This is an optimization exercise on Yosys and OpenROAD, whose aim is small area, not a production implementation. At most, simulation tests tie the RTL to the original design; equivalence was not proved. For run 1, only the layout was checked, not whether the RTL still works. No activity file was given, so power comes from the tool's default toggle rates.

$ cat design/flow/flow/run.sh
#!/bin/bash
# The standard layout; clock tree without dummy loads, port buffers of the
# smallest buffer, and downsizing of gates off the critical paths
export CTS_ARGS="-sink_clustering_enable -repair_clock_nets -buf_list sky130_fd_sc_hd__clkbuf_4 -sink_clustering_size 10 -sink_clustering_max_diameter 50 -dont_use_dummy_load"
export BUFFER_PORTS_ARGS="-buffer_cell sky130_fd_sc_hd__buf_1"
export RECOVER_POWER=100
bash standard.sh > standard.log 2>&1
$ cat design/flow/standard.sh
#!/bin/bash
# synth_recipe.tcl (not shown) runs the flow's synth.tcl, then flattens the netlist and writes it again
# the make line also repeats each setting of config.mk as NAME=value (left out here)
make -C /OpenROAD-flow-scripts/flow DESIGN_CONFIG=/design/flow/config.mk WORK_HOME=/design/flow/orfs CLKGATE_MAP_FILE= SYNTH_SCRIPT=/design/flow/synth_recipe.tcl "${@:-finish}"
$ cat design/flow/config.mk
export PLATFORM = sky130hd
export DESIGN_NAME = uart_string_loopback
export DESIGN_NICKNAME = uart_string_loopback
export VERILOG_FILES = /design/flow/design.v
export SDC_FILE = /design/flow/constraint.sdc
export NUM_CORES = 4
export LEC_CHECK = 0
export CAP_MARGIN = 20
export CORE_MARGIN = 2
export CORE_UTILIZATION = 70
export CTS_BUF_LIST = sky130_fd_sc_hd__clkbuf_4
export CTS_CLUSTER_DIAMETER = 50
export CTS_CLUSTER_SIZE = 10
export SLEW_MARGIN = 20
$ cat design/flow/constraint.sdc
create_clock -name core_clock -period 20.0 [get_ports {clk}]
set_input_delay 4.0000 -clock core_clock [delete_from_list [all_inputs] [get_ports {clk}]]
set_output_delay 4.0000 -clock core_clock [all_outputs]
set_load 0.01 [all_outputs]
$ cat design/flow/design.v
module uart_rx (
    input clk,
    input rst_n,
    input rx,
    output reg bit_out,        
    output wire [2:0] bit_idx,
    output wire bit_ok,        
    output reg valid           
);
    localparam [3:0] PHASE_IDLE = 4'b0000, PHASE_START = 4'b0110;
    localparam [8:0] LFSR_END  = 9'h1ee;
    localparam [8:0] LFSR_IDLE = 9'h11c;     
    reg [3:0] phase;
    reg [8:0] lfsr;
    reg rx_sync1, rx_sync2;
    always @(posedge clk or negedge rst_n) begin
        if (!rst_n) begin
            rx_sync1 <= 1'b1;
            rx_sync2 <= 1'b1;
        end else begin
            rx_sync1 <= rx;
            rx_sync2 <= rx_sync1;
        end
    end
    wire sample = (lfsr == LFSR_END);
    wire idle   = (phase == PHASE_IDLE);
    assign bit_ok  = phase[3];
    assign bit_idx = phase[2:0];
    always @(posedge clk or negedge rst_n) begin
        if (!rst_n) begin
            phase <= PHASE_IDLE;
            valid <= 1'b0;
        end else begin
            valid <= sample && (phase == 4'b1111) && rx_sync2;
            if (idle) begin
                if (!rx_sync2) phase <= PHASE_START;
            end else if (sample) begin
                if (phase == PHASE_START && rx_sync2)
                    phase <= PHASE_IDLE;
                else
                    phase <= phase + 4'd1;
            end
        end
    end
    always @(posedge clk) begin
        if (sample) bit_out <= rx_sync2;
        if (idle)
            lfsr <= LFSR_IDLE;
        else
            lfsr <= {lfsr[7:0], lfsr[8] ^ lfsr[4] ^ sample};
    end
endmodule
module uart_tx (
    input clk,
    input rst_n,
    input trigger,           
    input bit_in,
    input bit_load,
    output wire [2:0] bit_idx,
    output reg tx,
    output wire busy
);
    localparam [3:0] PHASE_IDLE = 4'b0010, PHASE_START = 4'b0111;
    localparam [8:0] LFSR_END  = 9'h1ee;
    localparam [8:0] LFSR_IDLE = 9'h1f7;     
    reg [3:0] phase;
    reg [8:0] lfsr;
    reg next_bit;
    wire hit  = (lfsr == LFSR_END);
    wire idle = (phase == PHASE_IDLE);
    assign busy    = !idle;
    assign bit_idx = phase[2:0];
    always @(posedge clk or negedge rst_n) begin
        if (!rst_n) begin
            phase <= PHASE_IDLE;
            tx    <= 1'b1;
        end else begin
            if (idle) begin
                if (trigger) phase <= PHASE_START;
            end else if (hit) begin
                phase <= phase + 4'd1;
                tx <= phase[3] ? next_bit : !phase[2];
            end
        end
    end
    always @(posedge clk) begin
        if (bit_load) next_bit <= bit_in;
        if (idle)
            lfsr <= LFSR_IDLE;
        else
            lfsr <= {lfsr[7:0], lfsr[8] ^ lfsr[4] ^ hit};
    end
endmodule
module uart_string_loopback (
    input  wire clk,
    input  wire rst_n,
    input  wire rx,
    output wire tx
);
reg [255:0] ring;
reg [7:0] addr;
reg [4:0] write_ptr;
reg [4:0] read_ptr;
wire rx_bit, rx_bit_ok, rx_valid;
wire [2:0] rx_idx, tx_idx;
wire tx_busy;
wire at_w = (addr[7:3] == write_ptr);
wire at_r = (addr[7:3] == read_ptr);
reg  at_w_d;
reg buffer_nonempty;
reg buffer_full;
wire push    = rx_valid && !buffer_full;
wire trigger = !tx_busy && buffer_nonempty;
wire write_en = rx_bit_ok && at_w && (addr[2:0] == rx_idx);
wire read_en  = at_r && (addr[2:0] == tx_idx);
uart_rx uart_rx_inst (
    .clk(clk),
    .rst_n(rst_n),
    .rx(rx),
    .bit_out(rx_bit),
    .bit_idx(rx_idx),
    .bit_ok(rx_bit_ok),
    .valid(rx_valid)
);
uart_tx uart_tx_inst (
    .clk(clk),
    .rst_n(rst_n),
    .trigger(trigger),
    .bit_in(ring[7]),
    .bit_load(read_en),
    .bit_idx(tx_idx),
    .tx(tx),
    .busy(tx_busy)
);
always @(posedge clk)
    at_w_d <= at_w;
always @(posedge clk)
    ring <= {ring[254:0], write_en ? rx_bit : ring[255]};
always @(posedge clk or negedge rst_n) begin
    if (!rst_n) begin
        addr         <= 8'd0;
        write_ptr    <= 5'd0;
        read_ptr     <= 5'd0;
        buffer_nonempty <= 1'b0;
        buffer_full     <= 1'b0;
    end else begin
        addr <= addr + 8'd1;
        if (push) begin
            write_ptr       <= write_ptr + 5'd1;
            buffer_nonempty <= 1'b1;
        end else if (at_w) begin
            buffer_nonempty <= !at_r;
        end
        if (trigger) begin
            read_ptr    <= read_ptr + 5'd1;
            buffer_full <= 1'b0;
        end else if (at_w_d && !at_w) begin
            buffer_full <= at_r;
        end
    end
end
endmodule
==> results of run 1 <==
==> metal layers <==
layer	routed length, µm	vias to the layer above	part of all wire
met1	4350	1485	0.50
li1	-	1561	-
met2	3900	59	0.44
met3	348	20	0.040
met5	0	-	0
met4	185	0	0.021
==> area by class of cell <==
class / instances / area share
multi-input cells: 143 / 0.126
inverters: 9 / 0.00430
flip-flops and latches: 309 / 0.812
clock buffers: 37 / 0.0354
repair buffers: 3 / 0.00143
well taps: 136 / 0.0217
==> registers in the layout (all words and copies together) (netlist names) <==
name / count
buffer_full: 1
addr: 8
read_ptr: 5
buffer_nonempty: 1
uart_tx_inst.tx: 1
uart_rx_inst.rx_sync2: 1
uart_rx_inst.valid: 1
uart_rx_inst.rx_sync1: 1
uart_tx_inst.lfsr: 9
at_w_d: 1
uart_tx_inst.phase: 4
uart_rx_inst.bit_out: 1
uart_rx_inst.lfsr: 9
uart_rx_inst.phase: 4
ring: 256
uart_tx_inst.next_bit: 1
write_ptr: 5
==> cells in the mapped netlist, types with 4 or more instances <==
library cell and count:
nand4_1 7, dfstp_2 4, xor2_1 8, or2_2 11, nand2_1 17, xnor2_1 22
o21ai_0 4, ha_1 8, nor3_1 5, inv_1 9, dfxtp_1 275, nor2b_1 9
nand3_1 8, nor2_1 8, a21oi_1 7, dfrtp_1 28, buf_2 4
==> placed cells by master, fill, tap and decap left out, drive strengths merged, types with 2 or more instances in the layout <==
cell and n:
nand4b 2, and4b 3, nand4 8, inv 9, or2 11, and4 3, and2 2, or3 2
nor3 5, xnor2 22, xor2 8, nand3 8, mux2i 3, o21ai 5, dfxtp 275, mux2 2
a21oi 7, nand2b 2, edfxtp 2, clkbuf 38, dfrtp 28, nor3b 2, nor2b 9, ha 8
nand2 17, nor2 8, buf 2, dfstp 4
==> cells by family after synthesis <==
group,Yosys count,synth area share
buf+inv,18,0.0109
flops,309,0.855
mux,5,0.00705
xor+xnor,30,0.0352
fa+ha+maj,8,0.0134
compound gates,16,0.0124
simple gates,84,0.0665
==> metrics by stage <==
| step | power (W) | cells | util |
|---|---|---|---|
| after global placement | 0.000633 | 600 | 0.735 |
| after CTS | 0.000881 | 637 | 0.762 |
| final | 0.000869 | 637 | 0.760 |
| after floorplan | 0.000631 | 470 | - |
| after detailed placement | 0.000633 | 600 | 0.735 |
| after global routing | 0.000904 | 637 | 0.760 |
==> how the worst min path moves through the flow <==
| stage | startpoint | end | slack, ps | depth (start not counted) |
|---|---|---|---|---|
| floorplan | ring[99]$_DFF_P_ | ring[100]$_DFF_P_ | 310 | 0 |
| global placement | ring[46]$_DFF_P_ | ring[47]$_DFF_P_ | 310 | 0 |
| detailed placement | ring[118]$_DFF_P_ | ring[119]$_DFF_P_ | 310 | 0 |
| CTS | ring[164]$_DFF_P_ | ring[165]$_DFF_P_ | 260 | 0 |
| global route | ring[164]$_DFF_P_ | ring[165]$_DFF_P_ | 270 | 0 |
| finish | ring[164]$_DFF_P_ | ring[165]$_DFF_P_ | 260 | 0 |
==> power groups by stage <==
stage                     registers [W]  clock network (W)     logic, W
after floorplan                0.000631                  0  0.000000285
after global placement         0.000631                  0   0.00000170
after detailed placement       0.000631                  0   0.00000180
after CTS                      0.000617           0.000262   0.00000181
after global routing           0.000617           0.000285   0.00000200
final                          0.000617           0.000251   0.00000163
==> results.sh, run 1 <==
export IMPL_status="finished with violations"
export IMPL_violatedChecks="capacitance limit, slew limit"
export IMPL_ys_warn_count=3
export IMPL_ys_ff_latch=309
export IMPL_dp_worst_setup_slack_ps=15340
export IMPL_crit_family="flip-flops"
export IMPL_endpoint_kind="output port"
export IMPL_comb_power_share=0.002
export IMPL_wirelength_mm=8.78
export IMPL_register_area_mm2=0.00637
export IMPL_synth_area_per_cell_um2=15.9
export IMPL_grtUsageMet3=0.0426
export IMPL_cts_setup_buffers=0
export IMPL_cts_sinks=309
export IMPL_ios=4
export IMPL_dp_hpwl_mm=5.08
export IMPL_port_buffers=3
export IMPL_p_clk_frac=0.288
export IMPL_maxSlewViolCount=33
export IMPL_insertedDiodeCount=0
export IMPL_grt_overflow_total=0
export IMPL_finalHoldViolations=0
export IMPL_holdBufCountCts=0
export IMPL_via_count=3125
export IMPL_timing_final_crit_share=0.261
export IMPL_r2r_start="uart_tx_inst.phase[1]$_DFFE_PN1P_"
export IMPL_layout_drive_gt1_share=0.108
export IMPL_grtUsageMet1=0.237
export IMPL_start_kind="flip-flop"
export IMPL_p_leak_nw=3.29
export IMPL_cts_resized=0
export IMPL_rr_endpoint="uart_tx_inst.phase[2]$_DFFE_PN0P_"
export IMPL_die_height_um=107
export IMPL_grt_pass1_wl_mm=15.2
export IMPL_place_area_mm2=0.00759
export IMPL_synth_largest_area_cell="dfxtp_1"
export IMPL_switching_share=0.191
export IMPL_relSlewSlack=-0.110
export IMPL_worstPathMaxFanout=2
export IMPL_htreeDepth=2
export IMPL_grt_max_degree=33
export IMPL_ir_drop_mv=0.0875
export IMPL_postLayoutCellArea_mm2=0.00785
export IMPL_whs_ps=258
export IMPL_critical_path_required_ps=16000
export IMPL_setup_viol=0
export IMPL_rows=37
export IMPL_drv_cap=1
export IMPL_die_w_um=107
export IMPL_worstSetupStartpoint="uart_tx_inst.tx$_DFFE_PN1P_"
export IMPL_drc=0
export IMPL_crit_type="reg2out"
export IMPL_critPathCapture="tx"
export IMPL_crit_chain="buf_1"
export IMPL_skew_ps=55.2
export IMPL_syn_nets=481
export IMPL_ys_flop_type="dfxtp_1"
export IMPL_place_congestion=0.745
export IMPL_power_density_mw_per_mm2=111
export IMPL_slowest_stage="dfstp_2"
export IMPL_async_flop_share=0.104
export IMPL_antenna_found_initial=0
export IMPL_die_area_mm2=0.0115
export IMPL_areaGrowthSynthToFinish_pct=5.29
export IMPL_cts_tree="done"
export IMPL_nets=514
export IMPL_synth_cell_types=40
export IMPL_cts_root_buf="clkbuf_4"
export IMPL_clkTransAtPathRegs_ps=100
export IMPL_wire_per_inst_um=13.8
export IMPL_grt_use_total=0.169
export IMPL_grt_pass1_vias=3235
export IMPL_holdCritPathClass="reg2reg"
export IMPL_critPathBufInv=1
export IMPL_syn_area_mm2=0.00746
export IMPL_firstDrtPassIters=4
export IMPL_crit_path_max_incr_delay_ps=540
export IMPL_core_mm2=0.0103
export IMPL_use_met2=0.253
export IMPL_setup_slack_ps=14780
export IMPL_p_sw_w=0.000166
export IMPL_power_frac_seq=0.710
export IMPL_period_needed_ps=5220
export IMPL_synth_edf_count=2
export IMPL_cp_num_cells=1
export IMPL_worst_pin_slew_ps=1660
export IMPL_totalNegativeSetupSlack_ps=0
export IMPL_crit_arrival_ps=1220
export IMPL_rsz0062_at_grt="no"
export IMPL_ys_seq_area_frac=0.855
export IMPL_synth_top_area_share=0.738
export IMPL_p_int_w=0.000703
export IMPL_ff2ff_path_depth=5
export IMPL_start_util=0.722
export IMPL_n_fill_cell=592
export IMPL_clock_latency_ps=580
export IMPL_cts_buffers=37
export IMPL_cts_buffer_depth=3
export IMPL_fmax_ghz=0.192
export IMPL_vias_per_cell=4.91
export IMPL_ant_nets=0
export IMPL_busiest_layer="met2"
export IMPL_first_iter_violations=141
export IMPL_multi_input_area_um2=986
export IMPL_ys_top_cells_by_area="dfxtp_1, dfrtp_1, xnor2_1, dfstp_2, ha_1"
export IMPL_regToRegSetupSlack_ps=17410
export IMPL_synth_cells=470
==> run 2: changes to the inputs <==
--- a/design/flow/design.v
+++ b/design/flow/design.v
@@ -5,9 +5,9 @@
     output reg bit_out,        
     output wire [2:0] bit_idx,
     output wire bit_ok,        
-    output reg valid           
+    output wire valid          
 );
-    localparam [3:0] PHASE_IDLE = 4'b0000, PHASE_START = 4'b0110;
+    localparam [3:0] PHASE_IDLE = 4'b0001, PHASE_VALID = 4'b0000, PHASE_START = 4'b0110;
     localparam [8:0] LFSR_END  = 9'h1ee;
     localparam [8:0] LFSR_IDLE = 9'h11c;     
     reg [3:0] phase;
@@ -23,19 +23,18 @@
         end
     end
     wire sample = (lfsr == LFSR_END);
-    wire idle   = (phase == PHASE_IDLE);
+    wire idle   = (phase[3:1] == 3'b000);    
     assign bit_ok  = phase[3];
     assign bit_idx = phase[2:0];
+    assign valid   = (phase == PHASE_VALID);
     always @(posedge clk or negedge rst_n) begin
         if (!rst_n) begin
             phase <= PHASE_IDLE;
-            valid <= 1'b0;
         end else begin
-            valid <= sample && (phase == 4'b1111) && rx_sync2;
             if (idle) begin
-                if (!rx_sync2) phase <= PHASE_START;
+                phase <= rx_sync2 ? PHASE_IDLE : PHASE_START;
             end else if (sample) begin
-                if (phase == PHASE_START && rx_sync2)
+                if ((phase == PHASE_START || phase == 4'b1111) && (rx_sync2 ^ phase[3]))
                     phase <= PHASE_IDLE;
                 else
                     phase <= phase + 4'd1;
==> run 2 against run 1 <==
Register-to-register slack gained 180 ps. Setup slack lost 27 ps. Sequential share of layout area grew 0.099 points. Cell count shrank 1.3%. Flip-flop and latch count shrank 1. Total power shrank 0.83%. Critical path type unchanged. Clock skew shrank 17 ps. Hold slack gained 61 ps. Still fails the layout checks on capacitance limit, slew limit. Wire length shrank 3.6%. Utilization is essentially flat. First-iteration DRC count shrank 24%. Count of clock-buffer cells in the layout shrank 1.
==> results.sh, run 2 <==
export IMPL_grt_overflow_total=0
export IMPL_cp_num_cells=1
export IMPL_dp_hpwl_mm=4.92
export IMPL_synth_area_per_cell_um2=16.1
export IMPL_areaGrowthSynthToFinish_pct=5.56
export IMPL_setup_slack_ps=14760
export IMPL_grtUsageMet1=0.246
export IMPL_endpoint_kind="output port"
export IMPL_clkTransAtPathRegs_ps=100
export IMPL_critical_path_required_ps=16000
export IMPL_period_needed_ps=5240
export IMPL_critPathCapture="tx"
export IMPL_port_buffers=3
export IMPL_firstDrtPassIters=4
export IMPL_worstPathMaxFanout=2
export IMPL_rows=37
export IMPL_grt_pass1_vias=3169
export IMPL_grt_pass1_wl_mm=14.6
export IMPL_worstSetupStartpoint="uart_tx_inst.tx$_DFFE_PN1P_"
export IMPL_finalHoldViolations=0
export IMPL_largest_register="ring"
export IMPL_cts_tree="done"
export IMPL_insertedDiodeCount=0
export IMPL_async_flop_share=0.101
export IMPL_ys_warn_count=3
export IMPL_setup_viol=0
export IMPL_skew_ps=37.7
export IMPL_ys_top_cells_by_area="dfxtp_1, dfrtp_1, xnor2_1, dfstp_2, ha_1"
export IMPL_rsz0062_at_grt="no"
export IMPL_grt_max_degree=32
export IMPL_fmax_ghz=0.191
export IMPL_synth_largest_area_cell="dfxtp_1"
export IMPL_synthTopCellsByCount="dfxtp_1, dfrtp_1, xnor2_1"
export IMPL_cts_resized=0
export IMPL_holdCritPathClass="reg2reg"
export IMPL_vias_per_cell=4.76
export IMPL_crit_chain="buf_1"
export IMPL_cts_setup_buffers=0
export IMPL_wire_per_inst_um=13.4
export IMPL_ys_seq_area_frac=0.858
export IMPL_relSlewSlack=-0.0934
export IMPL_rr_endpoint="uart_tx_inst.tx$_DFFE_PN1P_"
export IMPL_dp_worst_setup_slack_ps=15350
export IMPL_ys_flop_type="dfxtp_1"
export IMPL_maxSlewViolCount=32
export IMPL_ys_ff_latch=308
export IMPL_cts_buffer_depth=3
export IMPL_antenna_found_initial=0
export IMPL_place_area_mm2=0.00756
export IMPL_final_cell_mix="dfxtp_1, clkbuf_4, dfrtp_1"
export IMPL_core_mm2=0.0103
export IMPL_first_iter_violations=107
export IMPL_critPathBufInv=1
export IMPL_start_kind="flip-flop"
export IMPL_ff2ff_path_depth=5
export IMPL_worst_pin_slew_ps=1640
export IMPL_status="finished with violations"
export IMPL_power_density_mw_per_mm2=110
export IMPL_die_area_mm2=0.0114
export IMPL_violatedChecks="capacitance limit, slew limit"
export IMPL_use_met2=0.227
export IMPL_synth_cell_types=42
export IMPL_grt_use_total=0.162
export IMPL_syn_area_mm2=0.00740
export IMPL_htreeDepth=2
export IMPL_drc=0
export IMPL_holdBufCountCts=0
export IMPL_clock_latency_ps=560
export IMPL_reg_top3="ring x256, uart_rx_inst.lfsr x9, uart_tx_inst.lfsr x9"
export IMPL_regToRegSetupSlack_ps=17590
export IMPL_wirelength_mm=8.46
export IMPL_place_congestion=0.726
export IMPL_timing_final_crit_share=0.262
export IMPL_die_w_um=107
export IMPL_grtUsageMet3=0.0474
export IMPL_crit_family="flip-flops"
export IMPL_crit_arrival_ps=1240
export IMPL_die_height_um=107
export IMPL_drv_cap=1
export IMPL_instances_no_fill=629
export IMPL_via_count=2991
export IMPL_ios=4
export IMPL_cts_buffers=36
export IMPL_cts_root_buf="clkbuf_4"
export IMPL_totalNegativeSetupSlack_ps=0
export IMPL_dp_cells=593
export IMPL_ir_drop_mv=0.0890
export IMPL_nets=506
export IMPL_yosysMostFrequentCell="dfxtp_1"
export IMPL_busiest_layer="met1"
export IMPL_cts_sinks=308
export IMPL_p_leak_nw=3.28
export IMPL_synth_edf_count=2
export IMPL_final_common_cell="dfxtp_1"
export IMPL_postLayoutCellArea_mm2=0.00781
export IMPL_ant_nets=0
export IMPL_r2r_start="uart_tx_inst.phase[1]$_DFFE_PN1P_"
export IMPL_largest_register_ffs=256
export IMPL_layout_drive_gt1_share=0.0933
export IMPL_syn_nets=472
export IMPL_start_util=0.720
export IMPL_synth_cells=461
export IMPL_crit_type="reg2out"
export IMPL_slowest_stage="dfstp_2"
export IMPL_crit_path_max_incr_delay_ps=540
export IMPL_synth_top_area_share=0.744
-- run 2: worst min-delay path by stage --
stage | start | to | depth (start not counted)
floorplan | ring[99]$_DFF_P_ | ring[100]$_DFF_P_ | 0
global placement | ring[177]$_DFF_P_ | ring[178]$_DFF_P_ | 0
detailed placement | ring[13]$_DFF_P_ | ring[14]$_DFF_P_ | 0
CTS | ring[121]$_DFF_P_ | ring[122]$_DFF_P_ | 0
global route | ring[2]$_DFF_P_ | ring[3]$_DFF_P_ | 0
finish | ring[121]$_DFF_P_ | ring[122]$_DFF_P_ | 0
-- run 2: layout make-up --
class / instances / area, µm²
Multi-Input combinational cell: 137 / 978
Clock buffer: 36 / 270
Inverter: 8 / 30.0
Timing Repair Buffer: 4 / 15.0
Tap cell: 136 / 170
Sequential cell: 308 / 6350
Fill cell: 614 / 2470
-- run 2: where the power goes --
| part | internal (W) | switching, W |
|---|---|---|
| Clock | 0.0000838 | 0.000162 |
| Combinational | 0.000000312 | 0.00000142 |
| Sequential | 0.000615 | 0.000000195 |
| Total | 0.000699 | 0.000163 |
-- run 2: cell families (layout without fill, tap and decap cells) --
| kind of cell | Yosys count | after routing | share of synthesized area |
|---|---|---|---|
| AO/OA/AOI/OAI | 19 | 19 | 0.0178 |
| XOR/XNOR | 31 | 31 | 0.0367 |
| buffers and inverters | 16 | 48 | 0.00845 |
| AND/OR/NAND/NOR | 72 | 72 | 0.0558 |
| flip-flops | 308 | 308 | 0.858 |
| adder cells (fa/ha/maj) | 8 | 8 | 0.0135 |
| multiplexers | 7 | 7 | 0.00998 |
-- run 2: per-stage QoR --
stage	hold WS, ps	util	total power, W
2_1_floorplan	310	-	0.000629
3_3_place_gp	312	0.735	0.000631
3_5_place_dp	312	0.735	0.000631
4_1_cts	314	0.762	0.000874
5_1_grt	318	0.760	0.000897
6_report	319	0.760	0.000862
-- run 2: metal layers --
metal | routed length (µm) | part of all wire | vias up
met4 | 112 | 0.013 | 0
li1 | - | - | 1547
met2 | 3580 | 0.42 | 35
met3 | 283 | 0.033 | 13
met1 | 4480 | 0.53 | 1396
met5 | 0 | 0 | -
==> run 3: changes to the inputs <==
==> design/flow/flow/run.sh (replaced) <==
#!/bin/bash
# The standard layout; clock tree without dummy loads, port buffers of the
# smallest buffer, and downsizing of gates off the critical paths
export CTS_ARGS="-sink_clustering_enable -repair_clock_nets -buf_list sky130_fd_sc_hd__clkbuf_4 -sink_clustering_size 12 -sink_clustering_max_diameter 40 -dont_use_dummy_load"
export BUFFER_PORTS_ARGS="-buffer_cell sky130_fd_sc_hd__buf_1"
export RECOVER_POWER=100
bash standard.sh > standard.log 2>&1
--- a/design/flow/config.mk
+++ b/design/flow/config.mk
@@ -7,8 +7,5 @@
 export LEC_CHECK = 0
 export CAP_MARGIN = 20
 export CORE_MARGIN = 2
-export CORE_UTILIZATION = 70
-export CTS_BUF_LIST = sky130_fd_sc_hd__clkbuf_4
-export CTS_CLUSTER_DIAMETER = 50
-export CTS_CLUSTER_SIZE = 10
+export CORE_UTILIZATION = 75
 export SLEW_MARGIN = 20
==> run 3 against run 2 <==
The layout still fails its checks (capacitance limit, slew limit). First-iteration DRC count is 2.8% higher. Hold slack worse by 49 ps. Synthesized cell count unchanged. Maximum frequency is 1.6% lower. Count of clock-buffer cells in the layout fell by 5. Clock skew increased by 24 ps. Via count increased by 1.6%. Final area decreased by 0.50%. Sequential power is essentially flat. Sequential share of layout area up 0.41 points. Die area fell by 6.4%. Non-clock buffer count is the same. Critical path type unchanged. Critical endpoint unchanged. Highest routed layer unchanged.
==> results.sh, run 3 <==
export IMPL_wire_per_inst_um=14.3
export IMPL_htreeDepth=1
export IMPL_p_clk_frac=0.273
export IMPL_synth_cells=461
export IMPL_cts_buffer_depth=3
export IMPL_reg_top3="ring x256, uart_rx_inst.lfsr x9, uart_tx_inst.lfsr x9"
export IMPL_critPathBufInv=1
export IMPL_maxSlewViolCount=32
export IMPL_grt_overflow_total=0
export IMPL_power_frac_seq=0.725
export IMPL_core_mm2=0.00968
export IMPL_grtUsageMet3=0.0397
export IMPL_relSlewSlack=-0.0765
export IMPL_areaGrowthSynthToFinish_pct=5.04
export IMPL_cts_root_buf="clkbuf_4"
export IMPL_nets=501
export IMPL_ys_seq_area_frac=0.858
export IMPL_worst_pin_slew_ps=1610
export IMPL_grt_pass1_vias=2997
export IMPL_critical_path_required_ps=16000
export IMPL_yosysMostFrequentCell="dfxtp_1"
export IMPL_endpoint_kind="output port"
export IMPL_rsz0062_at_grt="no"
export IMPL_power_density_mw_per_mm2=109
export IMPL_rows=36
export IMPL_worstPathMaxFanout=2
export IMPL_totalNegativeSetupSlack_ps=0
export IMPL_ir_drop_mv=0.0759
export IMPL_async_flop_share=0.101
export IMPL_crit_type="reg2out"
export IMPL_holdBufCountCts=0
export IMPL_crit_arrival_ps=1330
export IMPL_antenna_found_initial=1
export IMPL_synth_cell_types=42
export IMPL_ios=4
export IMPL_skew_ps=61.3
export IMPL_p_leak_nw=3.25
export IMPL_ys_warn_count=3
export IMPL_violatedChecks="capacitance limit, slew limit"
export IMPL_holdPathStages=0
export IMPL_cts_buffers=31
export IMPL_grtUsageMet1=0.256
export IMPL_cts_resized=0
export IMPL_holdCritPathClass="reg2reg"
export IMPL_cts_setup_buffers=0
export IMPL_via_count=3038
export IMPL_start_kind="flip-flop"
export IMPL_ys_top_cells_by_area="dfxtp_1, dfrtp_1, xnor2_1, dfstp_2, ha_1"
export IMPL_p_sw_w=0.000162
export IMPL_finalHoldViolations=0
export IMPL_busiest_layer="met2"
export IMPL_synth_top_area_share=0.744
export IMPL_die_area_mm2=0.0107
export IMPL_grt_pass1_wl_mm=14.3
export IMPL_period_needed_ps=5330
export IMPL_first_iter_violations=110
export IMPL_die_height_um=103
export IMPL_clock_latency_ps=620
export IMPL_grt_use_total=0.177
export IMPL_use_met2=0.261
export IMPL_slowest_stage="dfstp_1"
export IMPL_wirelength_mm=8.91
export IMPL_die_w_um=103
export IMPL_p_int_w=0.000687
export IMPL_grt_max_degree=32
export IMPL_largest_register="ring"
export IMPL_crit_family="flip-flops"
export IMPL_cts_tree="done"
export IMPL_synth_largest_area_cell="dfxtp_1"
export IMPL_syn_nets=472
export IMPL_timing_final_crit_share=0.266
export IMPL_synthTopCellsByCount="dfxtp_1, dfrtp_1, xnor2_1"
export IMPL_synth_area_per_cell_um2=16.1
export IMPL_clkTransAtPathRegs_ps=110
export IMPL_comb_power_share=0.002
export IMPL_ant_nets=0
export IMPL_syn_area_mm2=0.00740
export IMPL_instances_no_fill=622
export IMPL_drv_cap=1
export IMPL_ys_flop_type="dfxtp_1"
export IMPL_final_cell_mix="dfxtp_1, clkbuf_4, dfrtp_1"
export IMPL_dp_cells=590
export IMPL_setup_viol=0
export IMPL_layout_drive_gt1_share=0.0820
export IMPL_dp_hpwl_mm=5.31
export IMPL_drc=0
export IMPL_port_buffers=3
export IMPL_place_congestion=0.761
export IMPL_crit_path_max_incr_delay_ps=540
export IMPL_cp_num_cells=1
export IMPL_whs_ps=270
export IMPL_vias_per_cell=4.88
export IMPL_start_util=0.764
export IMPL_status="finished with violations"
export IMPL_power_w=0.000848
export IMPL_ys_ff_latch=308
export IMPL_ff2ff_path_depth=5
export IMPL_firstDrtPassIters=4
export IMPL_final_common_cell="dfxtp_1"
export IMPL_fmax_ghz=0.188
export IMPL_cts_sinks=308
export IMPL_switching_share=0.191
export IMPL_largest_register_ffs=256
export IMPL_crit_chain="buf_1"
export IMPL_synth_edf_count=2
-- run 3: cell counts after synthesis --
Identical to the previous run, type by type.
-- run 3: final cells by class --
cell class,instances,area [µm²]
Antenna cell,1,2.50
Clock buffer,31,233
Inverter,8,30.0
Multi-Input combinational cell,137,978
Sequential cell,308,6350
Fill cell,504,1910
Timing Repair Buffer,4,15.0
Tap cell,133,166
-- run 3: routing by layer --
layer	wire length, µm	share of wire
met5	0	0
met4	212	0.024
met3	369	0.041
met2	3910	0.44
met1	4420	0.50
-- run 3: final timing paths --
check	from	endpoint	slack, ps
worst max register to register	uart_tx_inst.phase[1]$_DFFE_PN1P_	uart_tx_inst.tx$_DFFE_PN1P_	17370
worst min register to register	ring[36]$_DFF_P_	ring[37]$_DFF_P_	270
worst max-delay path	uart_tx_inst.tx$_DFFE_PN1P_	tx	14670
max in group asynchronous	rst_n	read_ptr[0]$_DFFE_PN0P_	15170
worst min-delay path	ring[36]$_DFF_P_	ring[37]$_DFF_P_	270
min in group asynchronous	rst_n	uart_tx_inst.phase[0]$_DFFE_PN0P_	3860
-- run 3: cells by family after synthesis --
kind of cell	count (synthesis)	share of synthesized area
fa+ha+maj	8	0.0135
mux	7	0.00998
simple gates	72	0.0558
flops	308	0.858
buf+inv	16	0.00845
compound gates	19	0.0178
xor+xnor	31	0.0367
-- run 3: metrics by stage --
| stage | util | cell area (µm²) | worst slack, ps |
|---|---|---|---|
| 2_1_floorplan | - | 7400 | 15470 |
| 3_3_place_gp | 0.780 | 7550 | 15350 |
| 3_5_place_dp | 0.780 | 7550 | 15330 |
| 4_1_cts | 0.804 | 7780 | 14600 |
| 5_1_grt | 0.803 | 7770 | 14560 |
| 6_report | 0.803 | 7770 | 14670 |
-- run 3: power by group through the flow --
stage	combinational [W]	sequential, W	clock, W
floorplan	0.000000376	0.000629	0
global placement	0.00000187	0.000629	0
detailed placement	0.00000191	0.000629	0
CTS	0.00000193	0.000615	0.000240
global route	0.00000205	0.000615	0.000261
finish	0.00000172	0.000615	0.000232
==> run 4: changes to the inputs <==
==> design/flow/flow/run.sh (replaced) <==
#!/bin/bash
# The standard layout, with three changes:
# - after the standard synthesis, its combinational gates are re-mapped for
#   area (flow/resynth.ys); the flip-flops stay exactly as synthesised;
# - clock tree synthesis adds no dummy loads and uses clkbuf_4;
# - port buffers are buf_2.
set -euo pipefail
export CTS_ARGS="-sink_clustering_enable -repair_clock_nets -buf_list sky130_fd_sc_hd__clkbuf_4 -sink_clustering_size 10 -sink_clustering_max_diameter 50 -dont_use_dummy_load"
export BUFFER_PORTS_ARGS="-buffer_cell sky130_fd_sc_hd__buf_2"
R=orfs/results/$FLOW_PLATFORM/uart_string_loopback/base
LIB=$FLOW_HOME/platforms/sky130hd/lib/sky130_fd_sc_hd__tt_025C_1v80.lib

bash standard.sh synth > standard_synth.log 2>&1
cp $R/1_2_yosys.v standard_synth_netlist.v
sed -e "s#LIB_FILE#$LIB#g" -e "s#NETLIST_IN#standard_synth_netlist.v#" \
    -e "s#NETLIST_OUT#$R/1_2_yosys.v#" -e "s#TOP_NAME#$FLOW_TOP#" flow/resynth.ys > resynth.ys
yosys -c resynth.ys > resynth.log 2>&1 || yosys -s resynth.ys > resynth.log 2>&1
rm -f $R/1_synth.odb $R/1_synth.sdc
bash standard.sh synth > standard_synth_odb.log 2>&1
bash standard.sh > standard.log 2>&1
==> design/flow/flow/area.abc (new file) <==
strash; dch -f; amap; strash; dch -f; amap
==> design/flow/flow/resynth.ys (new file) <==
# Re-map the combinational logic of the standard synthesis for area.
# Every flip-flop instance is kept as it is (a black box here), with its name
# and cell type; only the gates between them are rebuilt.
read_liberty -ignore_miss_func LIB_FILE
blackbox =sky130_fd_sc_hd__df* =sky130_fd_sc_hd__edf* =sky130_fd_sc_hd__sdf* =sky130_fd_sc_hd__sedf* =sky130_fd_sc_hd__dl*
read_verilog NETLIST_IN
hierarchy -top TOP_NAME
stat -liberty LIB_FILE
flatten
opt -purge
abc -liberty LIB_FILE -dont_use *lpflow* -dont_use *probe* -script flow/area.abc
opt_clean -purge
hilomap -singleton -hicell sky130_fd_sc_hd__conb_1 HI -locell sky130_fd_sc_hd__conb_1 LO
insbuf -buf sky130_fd_sc_hd__buf_4 A X
splitnets
opt_clean -purge
stat -liberty LIB_FILE
write_verilog -noattr -noexpr -nohex -nodec NETLIST_OUT
--- a/design/flow/config.mk
+++ b/design/flow/config.mk
@@ -7,5 +7,5 @@
 export LEC_CHECK = 0
 export CAP_MARGIN = 20
 export CORE_MARGIN = 2
-export CORE_UTILIZATION = 75
+export CORE_UTILIZATION = 70
 export SLEW_MARGIN = 20
==> run 4 against run 3 <==
The run now finishes clean. Wire length down 6.2%. First-iteration DRC count down 15%. Count of clock-buffer cells in the layout up 5.
==> results.sh, run 4 <==
export IMPL_first_iter_violations=93
export IMPL_critical_path_required_ps=16000
export IMPL_hold_start="ring[30]$_DFF_P_"
export IMPL_cts_resized=0
export IMPL_grt_pass1_wl_mm=14.6
export IMPL_die_height_um=105
export IMPL_die_area_mm2=0.0110
export IMPL_setup_viol=0
export IMPL_rows=36
export IMPL_cts_tree="done"
export IMPL_start_util=0.725
export IMPL_reg_top3="ring x256, uart_rx_inst.lfsr x9, uart_tx_inst.lfsr x9"
export IMPL_drc=0
export IMPL_dp_hpwl_mm=4.58
export IMPL_dp_worst_setup_slack_ps=15380
export IMPL_synth_cells=467
export IMPL_ios=4
export IMPL_via_count=3122
export IMPL_crit_family="flip-flops"
export IMPL_nets=511
export IMPL_postLayoutCellArea_mm2=0.00761
export IMPL_ant_nets=0
export IMPL_cp_num_cells=1
export IMPL_drv_cap=0
export IMPL_crit_chain="buf_2"
export IMPL_grt_overflow_total=0
export IMPL_totalNegativeSetupSlack_ps=0
export IMPL_p_leak_nw=3.04
export IMPL_status="no timing/DRC/antenna violations"
export IMPL_worst_pin_slew_ps=775
export IMPL_power_density_mw_per_mm2=114
export IMPL_grtUsageMet1=0.237
export IMPL_insertedDiodeCount=0
export IMPL_register_area_mm2=0.00635
export IMPL_final_util=0.772
export IMPL_crit_arrival_ps=1190
export IMPL_timing_final_crit_share=0.259
export IMPL_grt_use_total=0.165
export IMPL_grt_max_degree=32
export IMPL_ys_warn_count=3
export IMPL_cts_setup_buffers=0
export IMPL_final_cell_mix="dfxtp_1, clkinv_1, clkbuf_4"
export IMPL_syn_nets=470
export IMPL_firstDrtPassIters=4
export IMPL_largest_register="ring"
export IMPL_worstSetupStartpoint="uart_tx_inst.tx$_DFFE_PN1P_"
export IMPL_rsz0062_at_grt="no"
export IMPL_maxSlewViolCount=0
export IMPL_crit_path_max_incr_delay_ps=540
export IMPL_relSlewSlack=0.479
export IMPL_ff2ff_path_depth=9
export IMPL_holdCritPathClass="reg2reg"
export IMPL_period_needed_ps=5190
export IMPL_endpoint_kind="output port"
export IMPL_grtUsageMet3=0.0474
export IMPL_n_fill_cell=585
export IMPL_cts_sinks=308
export IMPL_cts_root_buf="clkbuf_4"
export IMPL_multi_input_area_um2=673
export IMPL_largest_register_ffs=256
export IMPL_crit_type="reg2out"
export IMPL_finalHoldViolations=0
export IMPL_syn_area_mm2=0.00715
export IMPL_cts_buffer_depth=3
export IMPL_cts_buffers=36
export IMPL_ir_drop_mv=0.0841
export IMPL_worstPathMaxFanout=2
export IMPL_critPathBufInv=1
export IMPL_synth_area_per_cell_um2=15.3
export IMPL_start_kind="flip-flop"
export IMPL_busiest_layer="met2"
export IMPL_vias_per_cell=4.89
export IMPL_fmax_ghz=0.193
export IMPL_port_buffers=3
export IMPL_place_congestion=0.742
export IMPL_slowest_stage="dfstp_2"
export IMPL_antenna_found_initial=0
export IMPL_die_w_um=105
export IMPL_use_met2=0.241
export IMPL_holdPathStages=0
export IMPL_areaGrowthSynthToFinish_pct=6.48
export IMPL_grt_pass1_vias=3166
export IMPL_final_common_cell="dfxtp_1"
export IMPL_r2r_start="uart_rx_inst.phase[1]$_DFFE_PN0P_"
export IMPL_regToRegSetupSlack_ps=17380
export IMPL_holdBufCountCts=0
export IMPL_setup_slack_ps=14810
export IMPL_clock_latency_ps=560
export IMPL_htreeDepth=2
export IMPL_layout_drive_gt1_share=0.0909
export IMPL_wire_per_inst_um=13.1
export IMPL_skew_ps=39.3
export IMPL_core_mm2=0.00986
export IMPL_clkTransAtPathRegs_ps=110
export IMPL_wirelength_mm=8.36
export IMPL_place_area_mm2=0.00734
run 4: cell types whose count changed in the layout (fill, tap and decap cells not counted), sizes merged, moves of 8 or more:
cell	before	now
xor2	11	0
clkinv	0	37
nand4	10	2
nor2	5	27
a21oi	3	20
inv	8	0
o22ai	0	12
ha	8	0
xnor2	20	0
run 4: path summary, 6_finish.rpt:
path                                                      to
max                                                       tx
min                                         ring[31]$_DFF_P_
max reg2reg                         write_ptr[4]$_DFFE_PN0P_
min reg2reg                                 ring[31]$_DFF_P_
max in group asynchronous  uart_rx_inst.phase[2]$_DFFE_PN0P_
min in group asynchronous  uart_tx_inst.phase[3]$_DFFE_PN0P_
run 4: area by class of cell:
cell class              count  area share
clock buffers              36      0.0355
inverters                  37      0.0182
multi-input cells         122      0.0884
flip-flops and latches    308       0.834
well taps                 133      0.0219
repair buffers              3     0.00197
run 4: power by group:
group          internal (W)   total [W]  switching, W  leakage, nW
combinational   0.000000195  0.00000141    0.00000121        0.266
sequential         0.000615    0.000615   0.000000227         2.61
clock             0.0000838    0.000249      0.000165        0.166
run 4: through the flow:
step	std cells	hold slack, ps	power, W
finish	639	314	0.000865
global route	639	298	0.000899
CTS	639	295	0.000877
detailed placement	603	312	0.000630
global placement	603	310	0.000630
floorplan	467	310	0.000629
run 4: layer usage:
layer	up-vias	wire, µm
li1	1592	-
met1	1460	4330
met3	13	326
met5	-	0
met4	0	123
met2	57	3580
==> run 5: changes to the inputs <==
--- a/design/flow/flow/run.sh
+++ b/design/flow/flow/run.sh
@@ -14,7 +14,7 @@
 cp $R/1_2_yosys.v standard_synth_netlist.v
 sed -e "s#LIB_FILE#$LIB#g" -e "s#NETLIST_IN#standard_synth_netlist.v#" \
     -e "s#NETLIST_OUT#$R/1_2_yosys.v#" -e "s#TOP_NAME#$FLOW_TOP#" flow/resynth.ys > resynth.ys
-yosys -c resynth.ys > resynth.log 2>&1 || yosys -s resynth.ys > resynth.log 2>&1
+yosys -s resynth.ys > resynth.log 2>&1
 rm -f $R/1_synth.odb $R/1_synth.sdc
 bash standard.sh synth > standard_synth_odb.log 2>&1
 bash standard.sh > standard.log 2>&1
==> run 5 against run 4 <==
Still clean. Sequential power barely moved. Register-to-register slack barely moved. Count of clock-buffer cells in the layout did not move. Critical path type unchanged.
==> results.sh, run 5 <==
export IMPL_grtUsageMet1=0.237
export IMPL_hold_start="ring[30]$_DFF_P_"
export IMPL_grt_pass1_vias=3166
export IMPL_insertedDiodeCount=0
export IMPL_ys_warn_count=3
export IMPL_worstSetupStartpoint="uart_tx_inst.tx$_DFFE_PN1P_"
export IMPL_die_w_um=105
export IMPL_grt_pass1_wl_mm=14.6
export IMPL_clock_latency_ps=560
export IMPL_core_mm2=0.00986
export IMPL_place_congestion=0.742
export IMPL_cts_tree="done"
export IMPL_die_area_mm2=0.0110
export IMPL_start_kind="flip-flop"
export IMPL_drv_cap=0
export IMPL_critPathBufInv=1
export IMPL_setup_slack_ps=14810
export IMPL_endpoint_kind="output port"
export IMPL_setup_viol=0
export IMPL_cts_resized=0
export IMPL_slowest_stage="dfstp_2"
export IMPL_vias_per_cell=4.89
export IMPL_largest_register="ring"
export IMPL_relSlewSlack=0.479
export IMPL_rows=36
export IMPL_holdCritPathClass="reg2reg"
export IMPL_cts_buffer_depth=3
export IMPL_period_needed_ps=5190
export IMPL_grtUsageMet3=0.0474
export IMPL_reg_top3="ring x256, uart_rx_inst.lfsr x9, uart_tx_inst.lfsr x9"
export IMPL_wirelength_mm=8.36
export IMPL_critical_path_required_ps=16000
export IMPL_skew_ps=39.3
export IMPL_worst_pin_slew_ps=775
export IMPL_cts_buffers=36
export IMPL_areaGrowthSynthToFinish_pct=6.48
export IMPL_port_buffers=3
export IMPL_layout_drive_gt1_share=0.0909
export IMPL_p_leak_nw=3.04
export IMPL_use_met2=0.241
export IMPL_htreeDepth=2
export IMPL_start_util=0.725
export IMPL_cts_root_buf="clkbuf_4"
export IMPL_final_cell_mix="dfxtp_1, clkinv_1, clkbuf_4"
export IMPL_instances_no_fill=639
export IMPL_dp_cells=603
export IMPL_firstDrtPassIters=4
export IMPL_first_iter_violations=93
export IMPL_maxSlewViolCount=0
export IMPL_final_util=0.772
export IMPL_grt_use_total=0.165
export IMPL_final_common_cell="dfxtp_1"
export IMPL_grt_max_degree=32
export IMPL_crit_type="reg2out"
export IMPL_crit_path_max_incr_delay_ps=540
export IMPL_crit_chain="buf_2"
export IMPL_largest_register_ffs=256
export IMPL_synth_cells=467
export IMPL_die_height_um=105
export IMPL_holdBufCountCts=0
export IMPL_syn_area_mm2=0.00715
export IMPL_dp_hpwl_mm=4.58
export IMPL_power_density_mw_per_mm2=114
export IMPL_crit_family="flip-flops"
export IMPL_syn_nets=470
export IMPL_worstPathMaxFanout=2
export IMPL_busiest_layer="met2"
export IMPL_cts_sinks=308
export IMPL_wire_per_inst_um=13.1
export IMPL_via_count=3122
export IMPL_fmax_ghz=0.193
export IMPL_ir_drop_mv=0.0841
export IMPL_dp_worst_setup_slack_ps=15380
export IMPL_nets=511
export IMPL_ios=4
export IMPL_status="no timing/DRC/antenna violations"
export IMPL_crit_arrival_ps=1190
export IMPL_synth_area_per_cell_um2=15.3
export IMPL_timing_final_crit_share=0.259
export IMPL_r2r_start="uart_rx_inst.phase[1]$_DFFE_PN0P_"
export IMPL_grt_overflow_total=0
export IMPL_antenna_found_initial=0
export IMPL_finalHoldViolations=0
export IMPL_ant_nets=0
export IMPL_n_fill_cell=585
export IMPL_rsz0062_at_grt="no"
export IMPL_clkTransAtPathRegs_ps=110
export IMPL_drc=0
export IMPL_totalNegativeSetupSlack_ps=0
export IMPL_cts_setup_buffers=0
[run 5: cell counts in the layout (fill, tap and decap cells not counted)]
No cell type changed its count.
[run 5: layout make-up]
class	count	area, µm²	area share
Sequential cell	308	6350	0.834
Clock buffer	36	270	0.0355
Timing Repair Buffer	3	15.0	0.00197
Inverter	37	139	0.0182
Tap cell	133	166	0.0219
Multi-Input combinational cell	122	673	0.0884
[run 5: stage by stage]
stage,hold slack (ps),total power [W],cell area [µm²]
2_1_floorplan,310,0.000629,7150
3_3_place_gp,310,0.000630,7330
3_5_place_dp,312,0.000630,7340
4_1_cts,295,0.000877,7610
5_1_grt,298,0.000899,7610
6_report,314,0.000865,7610
[run 5: layer usage]
metal	up-vias	share of wire
li1	1592	-
met3	13	0.039
met4	0	0.015
met5	-	0
met2	57	0.43
met1	1460	0.52
[run 5: worst paths after layout]
path | endpoint | cells after the start | slack (ps)
max in group asynchronous | uart_rx_inst.phase[2]$_DFFE_PN0P_ | 1 | 16070
worst max-delay path | tx | 1 | 14810
min in group asynchronous | uart_tx_inst.phase[3]$_DFFE_PN0P_ | 1 | 3500
worst min-delay path | ring[31]$_DFF_P_ | 0 | 310
worst max register to register | write_ptr[4]$_DFFE_PN0P_ | 9 | 17380
worst min register to register | ring[31]$_DFF_P_ | 0 | 310
[run 5: report_power, final]
| group | internal (W) | total, W | switching, W |
|---|---|---|---|
| Clock | 0.0000838 | 0.000249 | 0.000165 |
| Combinational | 0.000000195 | 0.00000141 | 0.00000121 |
| Sequential | 0.000615 | 0.000615 | 0.000000227 |
| Total | 0.000699 | 0.000865 | 0.000166 |
==> run 6: changes to the inputs <==
--- a/design/flow/design.v
+++ b/design/flow/design.v
@@ -97,21 +97,22 @@
     output wire tx
 );
 reg [255:0] ring;
-reg [7:0] addr;
-reg [4:0] write_ptr;
-reg [4:0] read_ptr;
+reg [2:0] bit_pos;
+reg [4:0] write_rel;     
+reg [4:0] read_rel;      
 wire rx_bit, rx_bit_ok, rx_valid;
 wire [2:0] rx_idx, tx_idx;
 wire tx_busy;
-wire at_w = (addr[7:3] == write_ptr);
-wire at_r = (addr[7:3] == read_ptr);
-reg  at_w_d;
+wire slot_end = (bit_pos == 3'd7);
+wire at_w = (write_rel == 5'd0);
+wire at_r = (read_rel == 5'd0);
+wire after_w = (write_rel == 5'd31);
 reg buffer_nonempty;
 reg buffer_full;
 wire push    = rx_valid && !buffer_full;
 wire trigger = !tx_busy && buffer_nonempty;
-wire write_en = rx_bit_ok && at_w && (addr[2:0] == rx_idx);
-wire read_en  = at_r && (addr[2:0] == tx_idx);
+wire write_en = rx_bit_ok && at_w && (bit_pos == rx_idx);
+wire read_en  = at_r && (bit_pos == tx_idx);
 uart_rx uart_rx_inst (
     .clk(clk),
     .rst_n(rst_n),
@@ -132,30 +133,32 @@
     .busy(tx_busy)
 );
 always @(posedge clk)
-    at_w_d <= at_w;
-always @(posedge clk)
     ring <= {ring[254:0], write_en ? rx_bit : ring[255]};
 always @(posedge clk or negedge rst_n) begin
     if (!rst_n) begin
-        addr         <= 8'd0;
-        write_ptr    <= 5'd0;
-        read_ptr     <= 5'd0;
+        bit_pos         <= 3'd0;
+        write_rel       <= 5'd0;
+        read_rel        <= 5'd0;
         buffer_nonempty <= 1'b0;
         buffer_full     <= 1'b0;
     end else begin
-        addr <= addr + 8'd1;
-        if (push) begin
-            write_ptr       <= write_ptr + 5'd1;
+        bit_pos <= bit_pos + 3'd1;
+        if (push && !slot_end)
+            write_rel <= write_rel + 5'd1;
+        else if (!push && slot_end)
+            write_rel <= write_rel - 5'd1;
+        if (trigger && !slot_end)
+            read_rel <= read_rel + 5'd1;
+        else if (!trigger && slot_end)
+            read_rel <= read_rel - 5'd1;
+        if (push)
             buffer_nonempty <= 1'b1;
-        end else if (at_w) begin
+        else if (at_w)
             buffer_nonempty <= !at_r;
-        end
-        if (trigger) begin
-            read_ptr    <= read_ptr + 5'd1;
+        if (trigger)
             buffer_full <= 1'b0;
-        end else if (at_w_d && !at_w) begin
+        else if (after_w)
             buffer_full <= at_r;
-        end
     end
 end
 endmodule
--- a/design/flow/flow/run.sh
+++ b/design/flow/flow/run.sh
@@ -5,7 +5,7 @@
 # - clock tree synthesis adds no dummy loads and uses clkbuf_4;
 # - port buffers are buf_2.
 set -euo pipefail
-export CTS_ARGS="-sink_clustering_enable -repair_clock_nets -buf_list sky130_fd_sc_hd__clkbuf_4 -sink_clustering_size 10 -sink_clustering_max_diameter 50 -dont_use_dummy_load"
+export CTS_ARGS="-sink_clustering_enable -repair_clock_nets -buf_list sky130_fd_sc_hd__clkbuf_8 -sink_clustering_size 20 -sink_clustering_max_diameter 45 -dont_use_dummy_load"
 export BUFFER_PORTS_ARGS="-buffer_cell sky130_fd_sc_hd__buf_2"
 R=orfs/results/$FLOW_PLATFORM/uart_string_loopback/base
 LIB=$FLOW_HOME/platforms/sky130hd/lib/sky130_fd_sc_hd__tt_025C_1v80.lib
--- a/design/flow/config.mk
+++ b/design/flow/config.mk
@@ -7,5 +7,6 @@
 export LEC_CHECK = 0
 export CAP_MARGIN = 20
 export CORE_MARGIN = 2
-export CORE_UTILIZATION = 70
+export CORE_UTILIZATION = 85
+export PLACE_DENSITY = 0.9
 export SLEW_MARGIN = 20
==> run 6 against run 5 <==
The run now fails in detailed placement. Synthesized area shrank 1.3%. Synthesized cell count up 0.43%.
==> results.sh, run 6 <==
export IMPL_status="did not finish"
export IMPL_synth_cells=469
export IMPL_place_congestion=0.825
export IMPL_run_stop_error="Error: detail_place.tcl, 38 bad optional access"
export IMPL_stop_stage="detailed placement"
export IMPL_rows=33
export IMPL_syn_area_mm2=0.00705
export IMPL_ios=4
export IMPL_syn_nets=472
export IMPL_port_buffers=3
export IMPL_die_height_um=95.1
export IMPL_synth_area_per_cell_um2=15.0
export IMPL_ys_warn_count=3
export IMPL_die_w_um=95.1
export IMPL_start_util=0.867
==> run 6: stage by stage <==
stage	worst slack (ps)	instances	hold slack [ps]
2_1_floorplan	15470	469	310
3_3_place_gp	15370	577	312
==> run 6: worst min path at each step <==
stage | slack, ps | to | cells after the start | startpoint
3_3_place_gp | 310 | ring[5]$_DFF_P_ | 0 | ring[4]$_DFF_P_
2_1_floorplan | 310 | ring[100]$_DFF_P_ | 0 | ring[99]$_DFF_P_
==> run 6: power groups by stage <==
stage                   sequential [W]  clock, W  combinational [W]
after floorplan               0.000617         0        0.000000161
after global placement        0.000617         0         0.00000132
==> run 7: changes to the inputs <==
--- a/design/flow/config.mk
+++ b/design/flow/config.mk
@@ -7,6 +7,5 @@
 export LEC_CHECK = 0
 export CAP_MARGIN = 20
 export CORE_MARGIN = 2
-export CORE_UTILIZATION = 85
-export PLACE_DENSITY = 0.9
+export CORE_UTILIZATION = 70
 export SLEW_MARGIN = 20
==> run 7 against run 6 <==
Now clean on timing, DRC and antenna. Synthesized cell count unchanged. Synthesized area unchanged.
==> results.sh, run 7 <==
export IMPL_rr_endpoint="read_rel[4]$_DFFE_PN0P_"
export IMPL_cts_sinks=302
export IMPL_cts_resized=0
export IMPL_drc=0
export IMPL_r2r_start="uart_tx_inst.phase[1]$_DFFE_PN1P_"
export IMPL_cts_buffers=20
export IMPL_start_util=0.722
export IMPL_drv_cap=0
export IMPL_grt_max_degree=27
export IMPL_ys_warn_count=3
export IMPL_synth_cells=469
export IMPL_first_iter_violations=134
export IMPL_synth_area_per_cell_um2=15.0
export IMPL_grt_use_total=0.161
export IMPL_comb_power_share=0.002
export IMPL_switching_share=0.187
export IMPL_largest_register="ring"
export IMPL_layout_drive_gt1_share=0.0589
export IMPL_regToRegSetupSlack_ps=16600
export IMPL_critical_path_required_ps=16000
export IMPL_ir_drop_mv=0.0954
export IMPL_status="no timing/DRC/antenna violations"
export IMPL_wirelength_mm=8.38
export IMPL_fmax_ghz=0.195
export IMPL_wire_per_inst_um=13.4
export IMPL_grt_overflow_total=0
export IMPL_firstDrtPassIters=4
export IMPL_dp_hpwl_mm=4.80
export IMPL_rsz0062_at_grt="no"
export IMPL_period_needed_ps=5130
export IMPL_ios=4
export IMPL_crit_path_max_incr_delay_ps=540
export IMPL_holdBufCountCts=0
export IMPL_crit_family="flip-flops"
export IMPL_slowest_stage="dfstp_2"
export IMPL_n_fill_cell=565
export IMPL_die_area_mm2=0.0109
export IMPL_critPathBufInv=1
export IMPL_p_sw_w=0.000159
export IMPL_critPathCapture="tx"
export IMPL_die_w_um=104
export IMPL_core_mm2=0.00977
export IMPL_p_leak_nw=2.94
export IMPL_finalHoldViolations=0
export IMPL_via_count=3020
export IMPL_totalNegativeSetupSlack_ps=0
export IMPL_antenna_found_initial=0
export IMPL_nets=497
export IMPL_p_int_w=0.000693
export IMPL_cp_num_cells=1
export IMPL_power_density_mw_per_mm2=113
export IMPL_clkTransAtPathRegs_ps=110
export IMPL_vias_per_cell=4.83
export IMPL_final_util=0.769
export IMPL_clock_latency_ps=520
export IMPL_whs_ps=299
export IMPL_holdCritPathClass="reg2reg"
export IMPL_grt_pass1_wl_mm=14.2
export IMPL_skew_ps=75.4
export IMPL_maxSlewViolCount=0
export IMPL_syn_nets=472
export IMPL_power_frac_seq=0.707
export IMPL_port_buffers=3
export IMPL_worstPathMaxFanout=2
export IMPL_grt_pass1_vias=3000
export IMPL_reg_top3="ring x256, uart_rx_inst.lfsr x9, uart_tx_inst.lfsr x9"
export IMPL_cts_buffer_depth=3
export IMPL_crit_arrival_ps=1130
export IMPL_cts_tree="done"
export IMPL_ant_nets=0
export IMPL_cts_root_buf="clkbuf_8"
export IMPL_endpoint_kind="output port"
export IMPL_relSlewSlack=0.464
export IMPL_setup_viol=0
export IMPL_final_cell_mix="dfxtp_1, clkinv_1, nor2_1"
export IMPL_crit_chain="buf_2"
export IMPL_final_common_cell="dfxtp_1"
export IMPL_crit_type="reg2out"
export IMPL_die_height_um=104
export IMPL_syn_area_mm2=0.00705
export IMPL_p_clk_frac=0.291
export IMPL_worst_pin_slew_ps=802
export IMPL_areaGrowthSynthToFinish_pct=6.56
export IMPL_htreeDepth=1
export IMPL_largest_register_ffs=256
export IMPL_start_kind="flip-flop"
export IMPL_cts_setup_buffers=0
export IMPL_worstSetupStartpoint="uart_tx_inst.tx$_DFFE_PN1P_"
export IMPL_timing_final_crit_share=0.257
export IMPL_ff2ff_path_depth=13
export IMPL_place_congestion=0.745
export IMPL_rows=36
export IMPL_insertedDiodeCount=0
-- run 7: stage by stage --
step	area (µm²)	std cells	total power, W	setup slack (ps)
2_1_floorplan	7050	469	0.000617	15470
3_3_place_gp	7230	605	0.000618	15370
3_5_place_dp	7230	605	0.000618	15360
4_1_cts	7510	625	0.000859	14840
5_1_grt	7520	625	0.000877	14840
6_report	7520	625	0.000853	14870
-- run 7: power groups by stage --
stage | logic (W) | registers, W | clock network, W
after floorplan | 0.000000161 | 0.000617 | 0
after global placement | 0.00000135 | 0.000617 | 0
after detailed placement | 0.00000144 | 0.000617 | 0
after CTS | 0.00000145 | 0.000603 | 0.000255
after global routing | 0.00000164 | 0.000603 | 0.000273
final | 0.00000137 | 0.000603 | 0.000249
-- run 7: layer usage --
metal  up-vias  GRT usage  routed length (µm)
li1       1553          -                   -
met1      1408      0.243                4380
met2        45      0.235                3520
met3        14     0.0357                 329
met4         0     0.0550                 148
met5         -          0                   0
-- run 7: area by class of cell --
class / count / area [µm²] / area share
repair buffers: 3 / 15.0 / 0.00200
flip-flops and latches: 302 / 6200 / 0.825
inverters: 36 / 135 / 0.0180
well taps: 133 / 166 / 0.0221
clock buffers: 20 / 275 / 0.0366
multi-input cells: 131 / 722 / 0.0961
-- run 7: worst min path at each step --
stage                                 start  cells after the start  slack (ps)           endpoint
final                     ring[166]$_DFF_P_                      0         300  ring[167]$_DFF_P_
after CTS                 ring[166]$_DFF_P_                      0         290  ring[167]$_DFF_P_
after global placement    ring[240]$_DFF_P_                      0         310  ring[241]$_DFF_P_
after detailed placement  ring[198]$_DFF_P_                      0         310  ring[199]$_DFF_P_
after global routing      ring[166]$_DFF_P_                      0         290  ring[167]$_DFF_P_
after floorplan            ring[99]$_DFF_P_                      0         310  ring[100]$_DFF_P_
==> run 8: changes to the inputs <==
--- a/design/flow/flow/run.sh
+++ b/design/flow/flow/run.sh
@@ -5,7 +5,7 @@
 # - clock tree synthesis adds no dummy loads and uses clkbuf_4;
 # - port buffers are buf_2.
 set -euo pipefail
-export CTS_ARGS="-sink_clustering_enable -repair_clock_nets -buf_list sky130_fd_sc_hd__clkbuf_8 -sink_clustering_size 20 -sink_clustering_max_diameter 45 -dont_use_dummy_load"
+export CTS_ARGS="-sink_clustering_enable -repair_clock_nets -buf_list sky130_fd_sc_hd__clkbuf_4 -sink_clustering_size 12 -sink_clustering_max_diameter 40 -dont_use_dummy_load"
 export BUFFER_PORTS_ARGS="-buffer_cell sky130_fd_sc_hd__buf_2"
 R=orfs/results/$FLOW_PLATFORM/uart_string_loopback/base
 LIB=$FLOW_HOME/platforms/sky130hd/lib/sky130_fd_sc_hd__tt_025C_1v80.lib
==> run 8 against run 7 <==
Still clean on timing, DRC and antenna. Hold slack got worse by 22 ps. Sequential share of layout area increased by 0.55 points. Flip-flop and latch count unchanged. Synthesized area unchanged. Count of clock-buffer cells in the layout increased by 10. Wire length decreased by 2.4%. Critical endpoint unchanged. Largest cell class unchanged.
==> results.sh, run 8 <==
export IMPL_vias_per_cell=4.93
export IMPL_insertedDiodeCount=0
export IMPL_synth_cells=469
export IMPL_first_iter_violations=125
export IMPL_crit_arrival_ps=1230
export IMPL_power_density_mw_per_mm2=111
export IMPL_reg_top3="ring x256, uart_rx_inst.lfsr x9, uart_tx_inst.lfsr x9"
export IMPL_worstPathMaxFanout=2
export IMPL_skew_ps=63.3
export IMPL_port_buffers=3
export IMPL_wirelength_mm=8.18
export IMPL_dp_hpwl_mm=4.80
export IMPL_syn_area_mm2=0.00705
export IMPL_holdBufCountCts=0
export IMPL_htreeDepth=1
export IMPL_p_leak_nw=2.94
export IMPL_core_mm2=0.00977
export IMPL_synth_area_per_cell_um2=15.0
export IMPL_place_area_mm2=0.00723
export IMPL_crit_path_max_incr_delay_ps=540
export IMPL_ir_drop_mv=0.0734
export IMPL_relSlewSlack=0.457
export IMPL_place_congestion=0.745
export IMPL_slowest_stage="dfstp_2"
export IMPL_via_count=3129
export IMPL_start_kind="flip-flop"
export IMPL_cts_buffers=30
export IMPL_endpoint_kind="output port"
export IMPL_ys_warn_count=3
export IMPL_grt_overflow_total=0
export IMPL_largest_register="ring"
export IMPL_drc=0
export IMPL_instances_no_fill=635
export IMPL_grt_use_total=0.159
export IMPL_period_needed_ps=5230
export IMPL_rows=36
export IMPL_cts_sinks=302
export IMPL_whs_ps=277
export IMPL_fmax_ghz=0.191
export IMPL_wire_per_inst_um=12.9
export IMPL_final_common_cell="dfxtp_1"
export IMPL_die_height_um=104
export IMPL_holdCritPathClass="reg2reg"
export IMPL_worst_pin_slew_ps=807
export IMPL_layout_drive_gt1_share=0.0777
export IMPL_crit_family="flip-flops"
export IMPL_cts_tree="done"
export IMPL_cts_buffer_depth=3
export IMPL_totalNegativeSetupSlack_ps=0
export IMPL_clock_latency_ps=630
export IMPL_ios=4
export IMPL_grt_max_degree=27
export IMPL_cts_root_buf="clkbuf_4"
export IMPL_dp_cells=605
export IMPL_ant_nets=0
export IMPL_dp_worst_setup_slack_ps=15360
export IMPL_die_w_um=104
export IMPL_status="no timing/DRC/antenna violations"
export IMPL_grt_pass1_wl_mm=14.2
export IMPL_nets=507
export IMPL_crit_type="reg2out"
export IMPL_grt_pass1_vias=3068
export IMPL_drv_cap=0
export IMPL_maxSlewViolCount=0
export IMPL_postLayoutCellArea_mm2=0.00747
export IMPL_rsz0062_at_grt="no"
export IMPL_setup_viol=0
export IMPL_clkTransAtPathRegs_ps=100
export IMPL_cts_resized=0
export IMPL_n_fill_cell=586
export IMPL_cts_setup_buffers=0
export IMPL_syn_nets=472
export IMPL_start_util=0.722
export IMPL_timing_final_crit_share=0.261
export IMPL_firstDrtPassIters=5
export IMPL_die_area_mm2=0.0109
export IMPL_finalHoldViolations=0
export IMPL_setup_slack_ps=14770
export IMPL_areaGrowthSynthToFinish_pct=5.85
export IMPL_antenna_found_initial=0
export IMPL_crit_chain="buf_2"
export IMPL_critical_path_required_ps=16000
export IMPL_largest_register_ffs=256
export IMPL_final_cell_mix="dfxtp_1, clkinv_1, nor2_1"
export IMPL_critPathBufInv=1
[run 8: per-layer routing]
metal	vias to the layer above	track usage	share of wire	routed length, µm
li1	1580	-	-	-
met1	1472	0.237	0.50	4110
met2	54	0.234	0.43	3540
met3	23	0.0351	0.037	304
met4	0	0.0550	0.028	232
met5	-	0	0	0
[run 8: final timing paths]
| check | end | slack (ps) | start | cells after the start |
|---|---|---|---|---|
| max in group asynchronous | uart_tx_inst.phase[2]$_DFFE_PN0P_ | 16190 | rst_n | 1 |
| min in group asynchronous | uart_rx_inst.phase[2]$_DFFE_PN0P_ | 3350 | rst_n | 1 |
| max reg2reg | read_rel[4]$_DFFE_PN0P_ | 16610 | uart_tx_inst.phase[1]$_DFFE_PN1P_ | 13 |
| max | tx | 14770 | uart_tx_inst.tx$_DFFE_PN1P_ | 1 |
| min reg2reg | ring[134]$_DFF_P_ | 280 | ring[133]$_DFF_P_ | 0 |
| min | ring[134]$_DFF_P_ | 280 | ring[133]$_DFF_P_ | 0 |
[run 8: final cells by class]
type | count | area [µm²] | area share
clock buffer | 30 | 225 | 0.0302
inverter | 36 | 135 | 0.0181
multi-input combinational | 131 | 722 | 0.0967
sequential | 302 | 6200 | 0.831
tap | 133 | 166 | 0.0223
timing repair buffer | 3 | 15.0 | 0.00201
[run 8: worst reg2reg max path, stage by stage, from the launching register on]
cell,delay (ps)
dfstp_2,560
clkinv_1,90
nor4_2,680
nand2_1,270
nor2_1,420
clkinv_1,170
o22ai_1,250
nor2b_1,100
nor2_1,140
clkinv_1,130
nor3_1,210
a31oi_1,80
nand2_1,90
o21ai_0,70
[run 8: power by group]
group	leakage (nW)	switching (W)	internal, W
sequential	2.52	0.000000140	0.000603
combinational	0.277	0.00000111	0.000000217
clock	0.138	0.000155	0.0000690
total	2.94	0.000156	0.000672
[run 8: per-stage QoR]
stage          power, W  utilization
2_1_floorplan  0.000617            -
5_1_grt        0.000859        0.764
4_1_cts        0.000839        0.763
3_5_place_dp   0.000618        0.740
6_report       0.000828        0.764
3_3_place_gp   0.000618        0.740

static timing again, ports no longer ideal:
No port has a modelled driver above. Below, the same layouts with a new extraction and two added sets of constraints.
Step 1: set_driving_cell puts a clkbuf_16 on clk and a buf_2 on each other input, an assumption about the parent block.
Step 2 also shifts input and output timing later by t, the mid clock arrival at the registers, as if the neighbouring blocks saw the same clock.
a / b / c = ideal / step 1 / step 2; a / b = the first two.
run	t (ns)	slack for setup (ns)	worst hold slack (ns)	slew at the worst register clock pin (ns)	worst slew at a driven data input, ns
run 1	0.582	14.784 / 14.755 / 14.573	0.258 / 0.258 / 0.258	0.10 / 0.10	0.03
run 2	0.563	14.757 / 14.729 / 14.530	0.319 / 0.319 / 0.319	0.10 / 0.10	0.03
run 3	0.626	14.672 / 14.636 / 14.561	0.270 / 0.270 / 0.270	0.11 / 0.11	0.03
run 4	0.573	14.814 / 14.784 / 15.356	0.314 / 0.314 / 0.314	0.11 / 0.11	0.03
run 5	0.573	14.814 / 14.784 / 15.356	0.314 / 0.314 / 0.314	0.11 / 0.11	0.03
run 7	0.515	14.866 / 14.828 / 15.343	0.299 / 0.299 / 0.299	0.11 / 0.11	0.03
run 8	0.621	14.771 / 14.743 / 15.363	0.277 / 0.277 / 0.277	0.12 / 0.12	0.03
For run 2, which loses most, drivers alone change the setup slack by -0.028 ns; drivers and shift together by -0.227 ns. Setup slack includes reset recovery checks.
